This design comes from an exercise in tuning for small area, a short achievable clock period and few clock cycles per item on the open sky130 flow, not from production work.
Only simulation tests tie the RTL to the original design; equivalence was not proved.
Power and IR drop assume default switching activity.

==> run Z: inputs <==
==> flow/design.v <==
module rdport8(
    input [127:0] rf,
    input [7:0] sel,
    output reg [15:0] q
    );
integer i;
always @(*) begin
    q = 16'd0;
    for (i = 0; i < 8; i = i + 1)
        q = q | (rf[16*i +: 16] & {16{sel[i]}});
end
endmodule
module rdport9(
    input [127:0] rf,
    input [7:0] sel,
    input [15:0] ext,
    input ext_sel,
    output reg [15:0] q
    );
integer i;
always @(*) begin
    q = ext & {16{ext_sel}};
    for (i = 0; i < 8; i = i + 1)
        q = q | (rf[16*i +: 16] & {16{sel[i]}});
end
endmodule
module addsub(
    input [15:0] a, b,
    input sub,
    output [15:0] s
    );
assign s = a + (b ^ {16{sub}}) + {15'd0, sub};
endmodule
module processor(
    input [15:0] DIN,
    input Resetn, Clock, Run,
    output reg Done,
    output [15:0] BusWires
    );
reg [127:0] rf;         
reg         pend;       
reg [2:0]   mvi_rx;     
wire [2:0] rx = DIN[12:10];
wire [2:0] ry = DIN[9:7];
wire is_mvi = ~DIN[14] & DIN[13];    
wire use_x  = ~pend & DIN[14];       
wire sub    = ~pend & DIN[13];       
reg [7:0] xsel, ysel;
integer i;
always @(*)
    for (i = 0; i < 8; i = i + 1) begin
        xsel[i] = use_x && rx == i;
        ysel[i] = !pend && ry == i;
    end
wire [15:0] X, Y;
rdport8 portx(.rf(rf), .sel(xsel), .q(X));
rdport9 porty(.rf(rf), .sel(ysel), .ext(DIN), .ext_sel(pend), .q(Y));
addsub alu(.a(X), .b(Y), .sub(sub), .s(BusWires));
always @(*)
    Done = Resetn & (pend | (Run & ~is_mvi));
wire [2:0] wa = pend ? mvi_rx : rx;
always @(posedge Clock) begin
    if (!pend) mvi_rx <= rx;
    pend <= Resetn & ~pend & Run & is_mvi;
    for (i = 0; i < 8; i = i + 1)
        if (Done && wa == i) rf[16*i +: 16] <= BusWires;
end
endmodule
==> flow/flow/run.sh <==
#!/bin/bash
# Standard ORFS layout, with the port buffers made from plain buffers
# (sky130_fd_sc_hd__buf_2) instead of the delay buffers buffer_ports picks.
set -euo pipefail
bash standard.sh BUFFER_PORTS_ARGS="-buffer_cell sky130_fd_sc_hd__buf_2" finish > orfs_make.log 2>&1
==> flow/standard.sh <==
#!/bin/bash
# synth_recipe.tcl (not shown) runs the flow's synth.tcl, then flattens the netlist and writes it again
# the make line also repeats each setting of config.mk as NAME=value (left out here)
make -C /OpenROAD-flow-scripts/flow DESIGN_CONFIG=/design/flow/config.mk WORK_HOME=/design/flow/orfs CLKGATE_MAP_FILE= SYNTH_SCRIPT=/design/flow/synth_recipe.tcl "${@:-finish}"
==> flow/config.mk <==
export PLATFORM = sky130hd
export DESIGN_NAME = processor
export DESIGN_NICKNAME = processor
export VERILOG_FILES = /design/flow/design.v
export SDC_FILE = /design/flow/constraint.sdc
export NUM_CORES = 4
export LEC_CHECK = 0
export CAP_MARGIN = 20
export CORE_MARGIN = 2
export CORE_UTILIZATION = 40
export CTS_BUF_LIST = sky130_fd_sc_hd__clkbuf_4 sky130_fd_sc_hd__clkbuf_8
export SETUP_SLACK_MARGIN = 2
export SLEW_MARGIN = 20
export SYNTH_HIERARCHICAL = 1
==> flow/constraint.sdc <==
create_clock -name core_clock -period 10.0 [get_ports {Clock}]
set_input_delay 2.0000 -clock core_clock [delete_from_list [all_inputs] [get_ports {Clock}]]
set_output_delay 2.0000 -clock core_clock [all_outputs]
set_load 0.01 [all_outputs]
==> run B: changes against run Z <==
--- a/flow/design.v
+++ b/flow/design.v
@@ -50,12 +50,14 @@
 always @(*)
     for (i = 0; i < 8; i = i + 1) begin
         xsel[i] = use_x && rx == i;
-        ysel[i] = !pend && ry == i;
+        ysel[i] = ry == i;
     end
 wire [15:0] X, Y;
 rdport8 portx(.rf(rf), .sel(xsel), .q(X));
-rdport9 porty(.rf(rf), .sel(ysel), .ext(DIN), .ext_sel(pend), .q(Y));
-addsub alu(.a(X), .b(Y), .sub(sub), .s(BusWires));
+rdport8 porty(.rf(rf), .sel(ysel), .q(Y));
+wire [15:0] sum;
+addsub alu(.a(X), .b(Y), .sub(sub), .s(sum));
+assign BusWires = pend ? DIN : sum;
 always @(*)
     Done = Resetn & (pend | (Run & ~is_mvi));
 wire [2:0] wa = pend ? mvi_rx : rx;
==> flow/flow/run.sh (replaced) <==
#!/bin/bash
# Standard ORFS layout with these changes:
#  - port buffers are plain buffers (sky130_fd_sc_hd__buf_2), not delay buffers;
#  - clock tree from clkbuf_8 only, without dummy balancing loads;
#  - setup repair limited to the moves: unbuffer,sizeup,swap
set -euo pipefail
bash standard.sh \
  BUFFER_PORTS_ARGS="-buffer_cell sky130_fd_sc_hd__buf_2" \
  CTS_ARGS="-sink_clustering_enable -repair_clock_nets -dont_use_dummy_load -buf_list sky130_fd_sc_hd__clkbuf_8" \
  SETUP_MOVE_SEQUENCE="unbuffer,sizeup,swap" \
  finish > orfs_make.log 2>&1
CTS_BUF_LIST = default   (was sky130_fd_sc_hd__clkbuf_4 sky130_fd_sc_hd__clkbuf_8)
SETUP_SLACK_MARGIN = 4   (was 2)
SYNTH_HIERARCHICAL = default   (was 1)
==> qor summary <==
Status: run Z no timing/DRC/antenna violations; run B no timing/DRC/antenna violations
Non-clock buffer count: run Z 59; run B 53
Fraction of area in multi-input gates: run Z 34.04%; run B 39.08%
Depth of the critical timing path with buffers and inverters included: run Z 14; run B 16
Number of cells in the design after placement: run Z 737; run B 789
Comb. pwr: run Z 0.000312 W; run B 0.000354 W
End point of the worst hold path: run Z mvi_rx[1]; run B mvi_rx[0]
Post-synth top area share: run Z 57.74%; run B 55.53%
Cell area power density: run Z 190.7 nW/µm²; run B 170.6 nW/µm²
Slowest-stage cell, CP: run Z nor3_2; run B nor2_4
Arithmetic-cell share of the synthesized area counting full adders, half adders and majority gates: run Z 3.120%; run B 2.820%
Highest net fanout along the worst path: run Z 9; run B 15
End of the worst register-to-register path: run Z rf[89]; run B rf[14]
Total via count in the routed design: run Z 5000; run B 5100
Worst setup path startpoint: run Z DIN[7]; run B DIN[12]
Fraction of layout instances using a drive strength above 1: run Z 24.64%; run B 25.99%
Clock network share of area: run Z 4.728%; run B 2.936%
Endpoint of the worst setup timing path: run Z BusWires[11]; run B BusWires[12]
Testbench counts of run Z, summed over its fixed seeds: cycles 9,996, items 8,000.
Testbench counts of run B, summed over its fixed seeds: cycles 9,996, items 8,000.

-- what the ideal ports hide --
In the flow no input, the clock included, has a driving cell. The finished layouts below were timed again as built, in two steps. Step 1 sets driving cells, clkbuf_16 on the clock port and buf_2 on the other inputs (assumed; they add their load-dependent delay and slew). Step 2 moves the port delays by t, midway between the first and last clock arrival at a register: inputs arrive t later, outputs are due t later. That takes back most of the time a late clock gives input paths. Slacks: ideal / step 1 / step 2; pairs: ideal / step 1.
run	shift t [ns]	setup slack, ns	hold WS [ns]	worst data-port slew with drivers (ns)
run Z	0.488	2.095 / 2.073 / 2.073	0.486 / 0.486 / 0.486	0.04
run B	0.479	2.295 / 2.256 / 2.256	0.491 / 0.491 / 0.491	0.05
After both steps setup and hold are still met in every run listed. The setup slack of run B, which loses most, moves by -0.039 ns with the drivers and by -0.039 ns with both steps.
